This design comes from an exercise in tuning for small area and a short achievable clock period on the open sky130 flow, not from production work.
In this exercise RTL edits were held to simulation tests only and were not proved equivalent to the original.
Power is estimated from default activity; no workload was simulated.

## flow/design.v (module list and top-level ports; edited modules follow where they fit)
// module alu: 5366 lines
// module alu_top: 24 lines
module alu_top  
#(parameter N=32)  
    (  
    input logic clk, reset,
    input logic[N-1:0]operand1, operand2,
    input logic[3:0] select,
    output logic[(2*N)-1:0] result
    );
  // ...
==> flow/run.sh <==
#!/bin/bash
# synth_recipe.tcl (not shown) runs the flow's synth.tcl, then flattens the netlist and writes it again
# the make line also repeats each setting of config.mk as NAME=value (left out here)
make -C /OpenROAD-flow-scripts/flow DESIGN_CONFIG=/design/flow/config.mk WORK_HOME=/design/flow/orfs CLKGATE_MAP_FILE= SYNTH_SCRIPT=/design/flow/synth_recipe.tcl finish
==> flow/config.mk <==
export PLATFORM = sky130hd
export DESIGN_NAME = alu_top
export DESIGN_NICKNAME = alu_top
export VERILOG_FILES = /design/flow/design.v
export SDC_FILE = /design/flow/constraint.sdc
export NUM_CORES = 8
export LEC_CHECK = 0
export ABC_AREA = 1
export CAP_MARGIN = 20
export CORE_MARGIN = 2
export CORE_UTILIZATION = 40
export SLEW_MARGIN = 20
==> flow/constraint.sdc <==
create_clock -name core_clock -period 380.0 [get_ports {clk}]
set_input_delay 76.0000 -clock core_clock [delete_from_list [all_inputs] [get_ports {clk}]]
set_output_delay 76.0000 -clock core_clock [all_outputs]
set_load 0.01 [all_outputs]
==> results_dict.tcl, run 1 <==
set metrics [dict create \
    status "finished clean" \
    ys_warn_count 2 \
    crit_end "result[32]" \
    postLayoutCellArea_um2 58600 \
    wl_met1_mm 96.5 \
    crit_type "input pin to flop" \
    grtUsageTotal_pct 31.3 \
    critical_path_depth 393 \
    tritoncts "done" \
    ys_top_cells_by_count "nand2_1, inv_1, nand3_1" \
    use_met2_pct 49.0 \
    die_h_um 381 \
    tap-cell-count 1890 \
    clkCellAreaFrac_pct 0.589 \
    hold_slack_ns 75.90 \
    cpPeakStageDelay_ns 0.81 \
    synth_area_leaders "nand2_1, fa_1, inv_1" \
    yosysSeqAreaShare_pct 2.82 \
    start_util_pct 40.2 \
    cts_root_buf "clkbuf_16" \
    p_clk_share_pct 5.5 \
    intPower_mw 0.0693 \
    clkbuf_count 9 \
    synth_edf_count 0 \
    cpMostUsedCell "nand2_2" \
    crit_arrival_ns 126.44 \
    largestClassByArea "multi-input combinational cells" \
    dp.cells 11200 \
    grtUsageMet3_pct 6.45 \
    cts_sinks 64 \
    final-hold-violation-count 0 \
    dieArea_um2 145000 \
    setup_violations 0 \
]
==> inputs of run 2 (changes only) <==
--- a/flow/design.v
+++ b/flow/design.v
@@ -8,17 +8,17 @@
   wire [31:0] a = operand1;
   wire [31:0] b = operand2;
   wire [3:0] op = operation;
   wire op_add = (op == 4'd0);
   wire op_sub = (op == 4'd1);
   wire op_mul = (op == 4'd2);
   wire op_div = (op == 4'd3) | (op == 4'd4);
   wire op_cmp = (op == 4'd14) | (op == 4'd15);
-  wire inv = op_sub | op_div | op_cmp;
+  wire inv = op_sub | op_div | op_cmp | (op == 4'd12) | (op == 4'd13);
   wire [31:0] bx = b ^ {32{inv}};
   wire [31:0] r0 = a & {32{~op_mul}};
   wire [31:0] bhz;
   assign bhz[0] = 1'b1;
   assign bhz[1] = bhz[0] & ~b[31];
   assign bhz[2] = bhz[1] & ~b[30];
   assign bhz[3] = bhz[2] & ~b[29];
   assign bhz[4] = bhz[3] & ~b[28];
@@ -5209,16 +5209,18 @@
   wire r0_P5030 = r0_t4882 & r0_P4986;
   wire r0_G5031 = r0_g4916 | (r0_t4884 & r0_G5003);
   wire r0_P5032 = r0_t4884 & r0_P5004;
   wire r0_G5033 = r0_g4918 | (r0_t4886 & r0_G4991);
   wire r0_P5034 = r0_t4886 & r0_P4992;
   wire r0_G5035 = r0_g4920 | (r0_t4888 & r0_G5005);
   wire r0_P5036 = r0_t4888 & r0_P5006;
   wire co0 = r0_G4983;
+  wire [31:0] t0 = {r0_t4889, r0_t4888, r0_t4887, r0_t4886, r0_t4885, r0_t4884, r0_t4883, r0_t4882, r0_t4881, r0_t4880, r0_t4879, r0_t4878, r0_t4877, r0_t4876, r0_t4875, r0_t4874, r0_t4873, r0_t4872, r0_t4871, r0_t4870, r0_t4869, r0_t4868, r0_t4867, r0_t4866, r0_t4865, r0_t4864, r0_t4863, r0_t4862, r0_t4861, r0_t4860, r0_t4859, r0_t4858};
+  wire [31:0] g0 = {r0_g4921, r0_g4920, r0_g4919, r0_g4918, r0_g4917, r0_g4916, r0_g4915, r0_g4914, r0_g4913, r0_g4912, r0_g4911, r0_g4910, r0_g4909, r0_g4908, r0_g4907, r0_g4906, r0_g4905, r0_g4904, r0_g4903, r0_g4902, r0_g4901, r0_g4900, r0_g4899, r0_g4898, r0_g4897, r0_g4896, r0_g4895, r0_g4894, r0_g4893, r0_g4892, r0_g4891, r0_g4890};
   wire sel0 = (co0 & dz[0]) | ma[0] | op_add | op_sub;
   assign q[0] = sel0;
   assign mc[0] = co0 & ma[0];
   wire E0_5037 = E1_4814 ^ (sel0 & co0);
   wire Ec0_5038 = E1_4814 & co0;
   wire E0_5039 = E1_4816 ^ (sel0 & Ec0_5038);
   wire Ec0_5040 = E1_4816 & Ec0_5038;
   wire E0_5041 = E1_4818 ^ (sel0 & Ec0_5040);
@@ -5335,29 +5337,30 @@
   wire UP5151 = UP5148 & ua_s1627;
   wire Ux5152 = E0_5049 & UP5151;
   wire U5153 = ua_s1628 ^ Ux5152;
   wire UP5154 = UP5151 & ua_s1628;
   wire Ux5155 = E0_5049 & UP5154;
   wire U5156 = ua_s1629 ^ Ux5155;
   wire UP5157 = UP5154 & ua_s1629;
   wire [31:0] uhi = {U5156, U5153, U5150, U5147, U5144, U5141, U5138, U5135, U5132, U5129, U5126, U5123, U5120, U5117, U5114, U5111, U5108, U5105, U5102, U5099, U5096, U5093, U5090, U5087, U5084, U5082, E0_5047, E0_5045, E0_5043, E0_5041, E0_5039, E0_5037};
-  wire eq = (a == b);
+  wire [31:0] xr = t0 & ~g0;
+  wire eq = &xr;
   wire lt = ~co0;
   wire gt = co0 & ~eq;
   always_comb begin
     case (op)
       4'd0:  alu_out = {31'b0, co0, rf};
       4'd1:  alu_out = {{32{~co0}}, rf};
       4'd2:  alu_out = {uhi, rf};
       4'd3:  alu_out = {32'b0, rf};
       4'd4:  alu_out = {32'b0, q};
-      4'd5:  alu_out = {32'b0, a & b};
-      4'd6:  alu_out = {32'b0, a | b};
-      4'd7:  alu_out = {32'b0, a ^ b};
+      4'd5:  alu_out = {32'b0, g0};
+      4'd6:  alu_out = {32'b0, t0};
+      4'd7:  alu_out = {32'b0, xr};
       4'd8:  alu_out = {63'b0, (|a) & (|b)};
       4'd9:  alu_out = {63'b0, (|a) | (|b)};
       4'd10: alu_out = {31'b0, a, 1'b0};
       4'd11: alu_out = {33'b0, a[31:1]};
       4'd12: alu_out = {63'b0, eq};
       4'd13: alu_out = {63'b0, ~eq};
       4'd14: alu_out = {63'b0, lt};
       default: alu_out = {63'b0, gt};
==> flow/config.mk (replaced) <==
export PLATFORM = sky130hd
export DESIGN_NAME = alu_top
export DESIGN_NICKNAME = alu_top
export VERILOG_FILES = /design/flow/design.v
export SDC_FILE = /design/flow/constraint.sdc
export NUM_CORES = 8
export LEC_CHECK = 0
export ABC_AREA = 1
export CAP_MARGIN = 70
export CORE_MARGIN = 2
export CORE_UTILIZATION = 40
export SLEW_MARGIN = 70
==> results_dict.tcl, run 2 <==
set metrics [dict create \
    status "finished clean" \
    hp-class "input pin to async pin" \
    ys_types 77 \
    synth_largest_area_cell "nand2_1" \
    fin_crit_ns 125.15 \
    route.detailed.drc 0 \
    h-tree-depth 3 \
    grt_pass1_vias 55600 \
    grt_max_degree 56 \
    num-fill-cells 14800 \
    cpPeakStageDelay_ns 0.57 \
    layout-drive-gt1-share_pct 14.3 \
    gp_congestion 1.03 \
    multi_input_area_um2 45300 \
    synthCells 9241 \
    ir_drop_uv 2.38 \
    port_buffers 133 \
    power_density_nw_per_um2 3.48 \
    num_vias 59200 \
    cts_setup_buffers 0 \
    placed_area_um2 57900 \
    clockBufferDepth 2 \
    critical_path.endpoint_type "flop" \
    grt_overflow_total 0 \
    reg_top3 "result x64" \
    fin_ws_ns 254.85 \
    dp.cells 11000 \
    synth_nets 9870 \
    synthToLayoutAreaGrowth_pct 5.50 \
    period_share_pct 32.9 \
    yosysSeqAreaShare_pct 2.88 \
    seq_area_um2 1600 \
    maxCapViolCount 0 \
    start_util_pct 40.4 \
    postCtsHoldBufs 0 \
    hold_slack_ns 75.95 \
    regMostFlops "result" \
    clk_pin_slew_ns 0.06 \
    synth_edf_count 0 \
    grt_pass1_wl_mm 348 \
    postLayoutCellArea_um2 58700 \
    place_hpwl_mm 186 \
    cts_root_buf "clkbuf_16" \
    power.static_leakage_nw 31.0 \
    coreArea_um2 138000 \
    dieArea_um2 142000 \
    yosysTopAreaCellShare_pct 18.5 \
    ys_ff_latch 64 \
    die_h_um 377 \
    placement_rows 136 \
    largest_reg_flops 64 \
    tns_ns 0 \
    wl_per_cell_um 21.2 \
    wirelength_mm 234 \
    grtUsageTotal_pct 32.4 \
    async_reset_ff_share_pct 100 \
    slew_violations 0 \
    drt-vias-per-instance 5.37 \
    dr.pass1.iters 6 \
    worstPathMaxFanout 52 \
    syn_area_per_cell_um2 6.02 \
    netlist_area_um2 55600 \
    crit_arrival_ns 125.44 \
    tritoncts "done" \
    final_cell_mix "nand2_1, inv_1, nand3_1" \
    synth_area_leaders "nand2_1, fa_1, inv_1" \
    yosysMostFrequentCell "nand2_1" \
    ys_warn_count 2 \
    cpMostUsedCell "nand2_2" \
    worstSetupStartpointType "input pin" \
    final_common_cell "nand2_1" \
    slowest_stage "clkdlybuf4s50_1" \
    cts_sinks 64 \
    ys.flop_type "dfrtp_1" \
    post-route-util_pct 42.6 \
    total_power_mw 0.204 \
    slew_headroom_pct 66.7 \
    place_ws_ns 254.61 \
    cts_inserted_buffers 9 \
    num_io_pins 134 \
    antenna_found_initial 10 \
    cp.required_ns 380.29 \
    crit_type "input pin to flop" \
    final-hold-violation-count 0 \
    die_w_um 377 \
    fmax_mhz 7.99 \
    tightest_slew_ns 0.495 \
    setup_violations 0 \
    nets 9854 \
    rsz0062_at_grt "no" \
    ys_top_cells_by_count "nand2_1, inv_1, nand3_1" \
    first_iter_violations 5835 \
    post_cts_resized 0 \
    final_cell_count_no_fill 11000 \
    drtAntennaViolNets 0 \
]
[run 2: path summary, 6_finish.rpt]
kind | from | endpoint | slack, ns | cells past startpoint
max | select[2] | result[39] | 254.85 | 407
min | reset | result[3] | 75.95 | 3
max in group asynchronous | reset | result[39] | 303.57 | 4
min in group core_clock | operand2[5] | result[27] | 76.51 | 6
[run 2: final cells by class]
cell class	count	area share, %
inverter	1604	10.4
sequential	64	2.73
timing repair buffer	322	5.36
clock buffer	11	0.431
multi-input combinational	7224	77.2
tap	1794	3.83
clock inverter	4	0.0917
antenna	7	0.0299
[run 2: routing by layer]
layer | track usage [%] | wire length (µm) | share of wire (%)
met2 | 50.6 | 101000 | 43
met5 | 0 | 49 | 0.021
met1 | 42.5 | 96700 | 41
met3 | 7.12 | 23200 | 9.9
met4 | 15.2 | 13300 | 5.7
[run 2: kinds of logic (layout without fill, tap and decap cells)]
kind of cell | Yosys count | count (layout) | synth area share, %
buffers and inverters | 1953 | 1941 | 18.0
muxes | 1 | 1 | 0.0202
DFF | 64 | 64 | 2.88
adders and majority gates | 559 | 559 | 18.9
and+or+nand+nor | 5672 | 5672 | 46.9
AOI/OAI and AO/OA | 531 | 531 | 5.65
other | 1 | 8 | 0.00674
xor gates and xnor gates | 460 | 460 | 7.65
[run 2: where the power goes]
part | leakage [nW] | switching [mW] | internal, mW
Clock | 0.144 | 0.00371 | 0.00541
Sequential | 0.853 | 0.000361 | 0.00803
Combinational | 30.0 | 0.129 | 0.0578
Total | 31.0 | 0.133 | 0.0712
[run 2: critical path: cells and delay by family]
family,cells,cell delay (ns)
and+or+nand+nor,377,42.06
buffers and inverters,16,3.51
adders and majority gates,2,0.59
AOI/OAI and AO/OA,7,1.54
xor gates and xnor gates,5,1.25
==> inputs of run 3 (changes only) <==
==> flow/flow/run.sh (new file) <==
#!/bin/bash
# Own layout flow: the standard flow with two changes.
#  1. After the standard synthesis, flow/flip.py chooses the polarity of each full-adder
#     cell so that fewer inverters sit between adders (a full adder is self-dual), and the
#     layout continues from that netlist. Registers are untouched.
#  2. Ports are buffered with sky130_fd_sc_hd__buf_2 instead of the default buffer.
# Each tool's output goes to a log file of its own in this folder.
set -euo pipefail
R=orfs/results/${FLOW_PLATFORM}/alu_top/base
bash standard.sh synth > synth.log 2>&1
cp "$R/1_2_yosys.v" 1_2_yosys_standard.v
python3 flow/flip.py 1_2_yosys_standard.v "$R/1_2_yosys.v" > flip.log 2>&1
rm -f "$R/1_synth.odb" "$R/1_synth.sdc"
bash standard.sh "BUFFER_PORTS_ARGS=-buffer_cell sky130_fd_sc_hd__buf_2" finish > layout.log 2>&1
==> flow/flow/flip.py (new file) <==
#!/usr/bin/env python3
"""Remove inverters around full-adder cells in a mapped sky130 netlist.

A full adder is self-dual: FA(~a, ~b, ~c) = (~cout, ~sum). Yosys' extract_fa picks
the polarity of each adder it finds on its own, which leaves inverters between
adders (and between adders and other logic). This script chooses, for each
sky130_fd_sc_hd__fa_* cell, whether to complement all its pins, so that as few
inverters as possible are needed, then rewrites the netlist.

usage: flip.py IN.v OUT.v
"""
import re
import sys
from collections import defaultdict

src = open(sys.argv[1]).read()
INV_RE = re.compile(r'^sky130_fd_sc_hd__(clk)?inv_\d+$')
FA_RE = re.compile(r'^sky130_fd_sc_hd__fa_\d+$')
OUTPINS = {'X', 'Y', 'Q', 'Q_N', 'SUM', 'COUT', 'HI', 'LO'}

inst_re = re.compile(r'^(\s*)(sky130_fd_sc_hd__\w+)\s+(\S+)\s*\((.*?)\);\n', re.M | re.S)
pin_re = re.compile(r'\.(\w+)\((.*?)\)\s*(?:,|$)', re.S)

insts = []  # [type, name, {pin: net}, (start, end)]
for m in inst_re.finditer(src):
    body = m.group(4)
    pins = {}
    for pm in pin_re.finditer(body.strip()):
        pins[pm.group(1)] = pm.group(2).strip()
    insts.append([m.group(2), m.group(3), pins, (m.start(), m.end())])

driver = {}
loads = defaultdict(list)
for idx, (typ, name, pins, _) in enumerate(insts):
    for p, n in pins.items():
        if not n:
            continue
        if p in OUTPINS:
            driver[n] = (idx, p)
        else:
            loads[n].append((idx, p))

def is_inv(idx):
    return INV_RE.match(insts[idx][0]) is not None

def is_fa(idx):
    return FA_RE.match(insts[idx][0]) is not None

def root(net):
    """Walk back through inverters: (root net, parity)."""
    par = 0
    seen = 0
    while net in driver and is_inv(driver[net][0]) and seen < 64:
        net = insts[driver[net][0]][2]['A']
        par ^= 1
        seen += 1
    return net, par

fas = [i for i in range(len(insts)) if is_fa(i)]
fa_of_net = {}
for i in fas:
    for p in ('SUM', 'COUT'):
        n = insts[i][2].get(p)
        if n:
            fa_of_net[n] = i

# consumers: every non-inverter input pin; needed value = val(root) ^ par ^ (f_v if FA input)
cons = []  # (idx, pin, root, par, is_fa_input)
for idx, (typ, name, pins, _) in enumerate(insts):
    if is_inv(idx):
        continue
    for p, n in pins.items():
        if p in OUTPINS or not n or n.startswith(("1'", "0'")):
            continue
        r, par = root(n)
        cons.append((idx, p, r, par, is_fa(idx)))

by_root = defaultdict(list)
for k, c in enumerate(cons):
    by_root[c[2]].append(k)
fa_cons = defaultdict(list)  # fa idx -> consumer ids on its inputs
for k, c in enumerate(cons):
    if c[4]:
        fa_cons[c[0]].append(k)

f = defaultdict(int)

def need_inv(k):
    idx, p, r, par, isfa = cons[k]
    b = par
    if isfa:
        b ^= f[idx]
    u = fa_of_net.get(r)
    if u is not None:
        b ^= f[u]
    return b

def root_cost(r):
    return 1 if any(need_inv(k) for k in by_root[r]) else 0

def touched_roots(i):
    rs = set(cons[k][2] for k in fa_cons[i])
    for p in ('SUM', 'COUT'):
        n = insts[i][2].get(p)
        if n:
            rs.add(n)
    return rs

before = sum(root_cost(r) for r in by_root)
import random
rng = random.Random(1)
troots = {i: touched_roots(i) for i in fas}

def descend():
    improved = True
    passes = 0
    while improved and passes < 100:
        improved = False
        passes += 1
        order = list(fas)
        rng.shuffle(order)
        for i in order:
            rs = troots[i]
            c0 = sum(root_cost(r) for r in rs)
            f[i] ^= 1
            c1 = sum(root_cost(r) for r in rs)
            if c1 < c0:
                improved = True
            else:
                f[i] ^= 1

best = None
for trial in range(40):
    for i in fas:
        f[i] = 0 if trial == 0 else rng.randint(0, 1)
    descend()
    cost = sum(root_cost(r) for r in by_root)
    if best is None or cost < best[0]:
        best = (cost, {i: f[i] for i in fas})
for i in fas:
    f[i] = best[1][i]
after = sum(root_cost(r) for r in by_root)
nflip = sum(f[i] for i in fas)

# rewrite: each consumer connects to root net or to one shared inverted copy of it
def esc(n):
    return n + ' ' if n.startswith('\\') else n

inv_net = {}
new_insts = []
cnt = [0]

def inverted(r):
    if r not in inv_net:
        cnt[0] += 1
        n = 'flipn_%d' % cnt[0]
        inv_net[r] = n
        new_insts.append('  sky130_fd_sc_hd__inv_1 flipi_%d (\n    .A(%s),\n    .Y(%s)\n  );\n' % (cnt[0], esc(r), n))
    return inv_net[r]

for k, (idx, p, r, par, isfa) in enumerate(cons):
    insts[idx][2][p] = inverted(r) if need_inv(k) else r
# swap nothing on flipped adders: complementing all inputs complements both outputs, and
# the consumers of those outputs were charged above through f[u].

# drop all old inverters whose outputs now have no loads; keep the rest
used = set()
for idx, (typ, name, pins, _) in enumerate(insts):
    if is_inv(idx):
        continue
    for p, n in pins.items():
        if p not in OUTPINS:
            used.add(n)
# output ports must stay driven: find port nets
ports = set()
for m in re.finditer(r'^\s*output\s+(\[\d+:\d+\]\s*)?(\S+);', src, re.M):
    nm = m.group(2)
    if m.group(1):
        hi, lo = map(int, re.findall(r'\d+', m.group(1)))
        for b in range(min(hi, lo), max(hi, lo) + 1):
            ports.add('%s[%d]' % (nm, b))
    else:
        ports.add(nm)
# inverters feeding other kept inverters: iterate to a fixed point
keep_inv = set()
changed = True
while changed:
    changed = False
    for idx in range(len(insts)):
        if not is_inv(idx) or idx in keep_inv:
            continue
        y = insts[idx][2]['Y']
        if y in used or y in ports:
            keep_inv.add(idx)
            used.add(insts[idx][2]['A'])
            changed = True

out = []
pos = 0
for idx, (typ, name, pins, (s, e)) in enumerate(insts):
    out.append(src[pos:s])
    pos = e
    if is_inv(idx) and idx not in keep_inv:
        continue
    body = ',\n'.join('    .%s(%s)' % (p, esc(n)) for p, n in pins.items())
    out.append('  %s %s (\n%s\n  );\n' % (typ, name, body))
tail = src[pos:]
em = tail.rfind('endmodule')
out.append(tail[:em])
out.extend(new_insts)
out.append(tail[em:])
res = ''.join(out)
decl = ''.join('  wire %s;\n' % n for n in inv_net.values())
res = re.sub(r'(module alu_top\(.*?\);\n)', lambda m: m.group(1) + decl, res, count=1, flags=re.S)
open(sys.argv[2], 'w').write(res)
removed = sum(1 for i in range(len(insts)) if is_inv(i) and i not in keep_inv)
sys.stderr.write('flip: %d adders, %d flipped, inverted roots %d -> %d, inverters removed %d added %d\n'
                 % (len(fas), nflip, before, after, removed, len(new_insts)))
==> flow/standard.sh (new file) <==
#!/bin/bash
# synth_recipe.tcl (not shown) runs the flow's synth.tcl, then flattens the netlist and writes it again
# the make line also repeats each setting of config.mk as NAME=value (left out here)
make -C /OpenROAD-flow-scripts/flow DESIGN_CONFIG=/design/flow/config.mk WORK_HOME=/design/flow/orfs CLKGATE_MAP_FILE= SYNTH_SCRIPT=/design/flow/synth_recipe.tcl "${@:-finish}"
removed: flow/run.sh
==> results_dict.tcl, run 3 <==
set metrics [dict create \
    die_w_um 373 \
    crit_arrival_ns 124.45 \
    cp.required_ns 380.29 \
    layout-drive-gt1-share_pct 15.5 \
    wl_met1_mm 92.4 \
    place_hpwl_mm 178 \
    final_cell_mix "nand2_1, inv_1, nand3_1" \
    status "finished clean" \
    synthToLayoutAreaGrowth_pct 4.21 \
    synth_nets 9565 \
    clockBufferDepth 2 \
    regMostFlops "result" \
    worstSetupStartpointType "input pin" \
    start_util_pct 40.2 \
    reg_top3 "result x64" \
    fin_crit_ns 124.16 \
    period_share_pct 32.7 \
    h-tree-depth 3 \
    wl_per_cell_um 21.5 \
    route.detailed.drc 0 \
    netlist_area_um2 54400 \
    rsz0062_at_grt "no" \
    post-route-util_pct 41.9 \
    antenna_found_initial 18 \
    ys_warn_count 2 \
    grtUsageTotal_pct 32.3 \
    power.static_leakage_nw 31.6 \
    final-hold-violation-count 0 \
    die_h_um 373 \
    cts_setup_buffers 0 \
    grt_overflow_total 0 \
    setup_violations 0 \
    routed.top_layer "met5" \
    gp_congestion 1.02 \
    slew_violations 0 \
    grt_pass1_wl_mm 341 \
    coreArea_um2 135000 \
    dr.pass1.iters 8 \
    cpPeakStageDelay_ns 0.42 \
    cpMostUsedCell "nand2_1" \
    grt_pass1_vias 54700 \
    syn_area_per_cell_um2 6.09 \
    num_io_pins 134 \
    hp-class "input pin to async pin" \
    grt_max_degree 56 \
    synthCells 8936 \
    cts_root_buf "clkbuf_16" \
    tns_ns 0 \
    crit_type "input pin to flop" \
    drtAntennaViolNets 0 \
    dieArea_um2 139000 \
    met2_wirelength_mm 97.4 \
    final_common_cell "nand2_1" \
    hold_slack_ns 75.59 \
    slowest_stage "inv_1" \
    ir_drop_uv 2.75 \
    clk_pin_slew_ns 0.09 \
    wl_met3_mm 25.9 \
    postCtsHoldBufs 0 \
    wirelength_mm 230 \
    power_density_nw_per_um2 3.56 \
    tritoncts "done" \
    cts_inserted_buffers 9 \
    post_cts_resized 0 \
    drt-vias-per-instance 5.46 \
    nets 9531 \
    num_vias 58500 \
    fmax_mhz 8.05 \
    largest_reg_flops 64 \
    maxCapViolCount 0 \
    placement_rows 135 \
    worstPathMaxFanout 55 \
    cts_sinks 64 \
    port_buffers 133 \
    critical_path.endpoint_type "flop" \
    first_iter_violations 6167 \
]
run 3: final cells by class:
cell class                      instances  area (µm²)
Antenna cell                            9        22.5
Clock buffer                           10         239
Clock inverter                          6        42.5
Fill cell                           14600       78600
Inverter                             1299        4900
Multi-Input combinational cell       7224       45400
Sequential cell                        64        1600
Tap cell                             1781        2230
Timing Repair Buffer                  304        2340
run 3: layer usage:
| layer | track usage, % | vias to the layer above |
|---|---|---|
| li1 | - | 27500 |
| met3 | 8.01 | 719 |
| met4 | 16.9 | 18 |
| met1 | 41.8 | 27200 |
| met2 | 49.4 | 2978 |
| met5 | 0 | - |
run 3: worst max-delay path by stage:
stage / from / to / cells after the start
floorplan: select[0] / result[39] / 384
global placement: select[2] / result[39] / 393
detailed placement: operand2[19] / result[18] / 397
CTS: operand2[19] / result[18] / 399
global route: operand2[23] / result[39] / 409
finish: operand2[19] / result[39] / 398
run 3: power by group:
group | internal, mW | total, mW | switching, mW | leakage (nW)
Sequential | 0.00802 | 0.00856 | 0.000532 | 0.853
Clock | 0.00462 | 0.00895 | 0.00433 | 0.135
Combinational | 0.0561 | 0.184 | 0.128 | 30.6
Total | 0.0688 | 0.202 | 0.133 | 31.6
run 3: metrics by stage:
stage,worst slack [ns],total power [mW],area [µm²],instances
finish,255.84,0.202,56700,10700
global placement,252.15,0.181,54800,10600
detailed placement,255.67,0.186,56100,10700
floorplan,267.41,0.142,54400,8936
CTS,255.99,0.196,56300,10700
global route,250.43,0.221,56700,10700
run 3: worst max-delay path: cells and delay by family:
family | cells | cell delay [ns]
AND/OR/NAND/NOR | 366 | 41.57
adder cells (fa/ha/maj) | 2 | 0.57
buffers and inverters | 17 | 2.93
XOR/XNOR | 5 | 1.22
AO/OA/AOI/OAI | 8 | 1.74
==> inputs of run 4 (changes only) <==
==> flow/flow/run.sh (replaced) <==
#!/bin/bash
# Own layout flow: the standard flow with these changes.
#  1. After the standard synthesis, flow/flip.py chooses the polarity of each full-adder
#     cell so that fewer inverters sit between adders (a full adder is self-dual), and the
#     layout continues from that netlist. Registers are untouched.
#  2. Ports are buffered with sky130_fd_sc_hd__buf_1 instead of the default buffer.
# Each tool's output goes to a log file of its own in this folder.
set -euo pipefail
R=orfs/results/${FLOW_PLATFORM}/alu_top/base
bash standard.sh synth > synth.log 2>&1
cp "$R/1_2_yosys.v" 1_2_yosys_standard.v
python3 flow/flip.py 1_2_yosys_standard.v "$R/1_2_yosys.v" > flip.log 2>&1
rm -f "$R/1_synth.odb" "$R/1_synth.sdc"
bash standard.sh "BUFFER_PORTS_ARGS=-buffer_cell sky130_fd_sc_hd__buf_1" finish > layout.log 2>&1
==> results_dict.tcl, run 4 <==
set metrics [dict create \
    ys_warn_count 2 \
    p_sw_mw 0.133 \
    tightest_slew_ns 0.523 \
    tns_ns 0 \
    regMostFlops "result" \
    crit_type "input pin to flop" \
    worstPathMaxFanout 55 \
    drt-vias-per-instance 5.44 \
    netlist_area_um2 54400 \
    final-hold-violation-count 0 \
    fin_crit_ns 124.60 \
    h-tree-depth 3 \
    cts_setup_buffers 0 \
    power.static_leakage_nw 31.2 \
    slew_violations 0 \
    dieArea_um2 139000 \
    port_buffers 133 \
    postLayoutCellArea_um2 56700 \
    place_ws_ns 255.13 \
    place_hpwl_mm 179 \
    coreArea_um2 135000 \
    grtUsageTotal_pct 31.7 \
    placed_area_um2 56000 \
    clockBufferDepth 2 \
    first_iter_violations 6044 \
    fin_ws_ns 255.40 \
    setup_violations 0 \
    die_w_um 373 \
    reg_top3 "result x64" \
    cpMostUsedCell "nand2_1" \
    crit_arrival_ns 124.89 \
    rsz0062_at_grt "no" \
    num_io_pins 134 \
    final_cell_mix "nand2_1, inv_1, nand3_1" \
    seq_power_share_pct 4.2 \
    netSwitchingFraction_pct 65.4 \
    worstSetupStartpointType "input pin" \
    dr.pass1.iters 9 \
    layout-drive-gt1-share_pct 14.2 \
    slew_headroom_pct 65.1 \
    p_clk_share_pct 5.4 \
    final_common_cell "nand2_1" \
    slowest_stage "buf_8" \
    intPower_mw 0.0702 \
    critical_path.endpoint_type "flop" \
    placement_rows 135 \
    post_cts_resized 0 \
    grt_pass1_wl_mm 337 \
    fmax_mhz 8.03 \
    grt_pass1_vias 54300 \
    power_density_nw_per_um2 3.58 \
    period_share_pct 32.8 \
    ir_drop_uv 2.59 \
    grt_max_degree 56 \
    cp.required_ns 380.28 \
    status "finished clean" \
    start_util_pct 40.2 \
    route.detailed.drc 0 \
    wirelength_mm 228 \
    final_cell_count_no_fill 10700 \
    gp_congestion 1.02 \
    cts_sinks 64 \
    antenna_found_initial 15 \
    hp-class "input pin to async pin" \
    drtAntennaViolNets 0 \
    nets 9542 \
    dp.cells 10700 \
    num_vias 58200 \
    synth_nets 9565 \
    grt_overflow_total 0 \
    postCtsHoldBufs 0 \
    cts_root_buf "clkbuf_16" \
    cts_inserted_buffers 9 \
    cpPeakStageDelay_ns 0.40 \
    die_h_um 373 \
    maxCapViolCount 0 \
    pwr-share-comb_pct 90.4 \
    tritoncts "done" \
    wl_per_cell_um 21.3 \
    synthToLayoutAreaGrowth_pct 4.13 \
    clk_pin_slew_ns 0.09 \
    synthCells 8936 \
    syn_area_per_cell_um2 6.09 \
    largest_reg_flops 64 \
]
[run 4: changes by cell type in the layout (fill, tap and decap cells not counted), sizes merged, moves of 2 or more]
cell | before | now
buf | 301 | 308
bufinv | 0 | 3
clkbuf | 12 | 14
clkinvlp | 2 | 0
[run 4: cell type report]
class                   instances  area, µm²
well taps                    1781       2230
multi-input cells            7224      45400
flip-flops and latches         64       1600
inverters                    1299       4900
fillers                     14600      78600
repair buffers                315       2230
clock inverters                 7        128
diodes                         10       25.0
clock buffers                   9        225
[run 4: metal layers]
metal	part of all wire, %	track usage, %	vias to the layer above	routed length (µm)
met3	10	7.21	660	23600
met1	41	41.4	27100	93000
met4	6.1	16.1	18	13800
li1	-	-	27500	-
met2	43	49.1	2904	97100
met5	0.064	0	-	146
[run 4: worst max-delay path: cells and delay by family]
kind	cells	cell delay [ns]
AO/OA/AOI/OAI	9	1.68
AND/OR/NAND/NOR	359	41.22
XOR/XNOR	7	2.00
adder cells (fa/ha/maj)	2	0.59
buffers and inverters	18	2.90
[run 4: power by group through the flow]
stage | Sequential, mW | Combinational, mW | Clock (mW)
final | 0.00862 | 0.183 | 0.0109
after global routing | 0.00870 | 0.202 | 0.0112
after CTS | 0.00860 | 0.178 | 0.0111
after detailed placement | 0.00872 | 0.177 | 0
after global placement | 0.00872 | 0.172 | 0
after floorplan | 0.00915 | 0.133 | 0
[run 4: worst paths after layout]
| kind | from | to | slack, ns | cells past startpoint |
|---|---|---|---|---|
| min in group core_clock | operand1[23] | result[22] | 76.18 | 3 |
| worst max-delay path | select[2] | result[39] | 255.40 | 395 |
| worst min-delay path | reset | result[5] | 75.62 | 3 |
| max in group asynchronous | reset | result[48] | 303.88 | 4 |
[run 4: stage by stage]
| step | power, mW | hold WS (ns) | util, % |
|---|---|---|---|
| floorplan | 0.142 | 76.14 | - |
| global placement | 0.181 | 76.30 | 40.5 |
| detailed placement | 0.186 | 76.02 | 41.4 |
| CTS | 0.198 | 75.62 | 41.6 |
| global route | 0.222 | 75.65 | 41.9 |
| finish | 0.203 | 75.62 | 41.9 |

-- what the ideal ports hide --
The results above use ideal ports. As a check the final layouts listed here were re-extracted and re-timed, cells and wires unchanged. Step 1 assumes that a clkbuf_16 drives the clock port and a buf_2 every other input. Step 2, shift: input delay + t, output delay - t, t = (earliest + latest rising clock arrival at the registers) / 2. This alone moves slack from input paths to output paths. a / b / c = no drivers / after step 1 / after step 2; a / b = the first two.
run	t (ns)	setup slack, ns	latest minus earliest clock arrival (ns)
run 1	0.461	253.654 / 253.698 / 253.237	0.029 / 0.029
run 2	0.419	254.850 / 254.871 / 254.451	0.012 / 0.013
run 3	0.428	255.843 / 255.865 / 255.437	0.026 / 0.026
run 4	0.417	255.395 / 255.407 / 254.990	0.027 / 0.027
After both steps setup and hold are still met in every run listed. For run 1, which loses most, drivers alone change the setup slack by +0.044 ns; drivers and shift together by -0.417 ns.
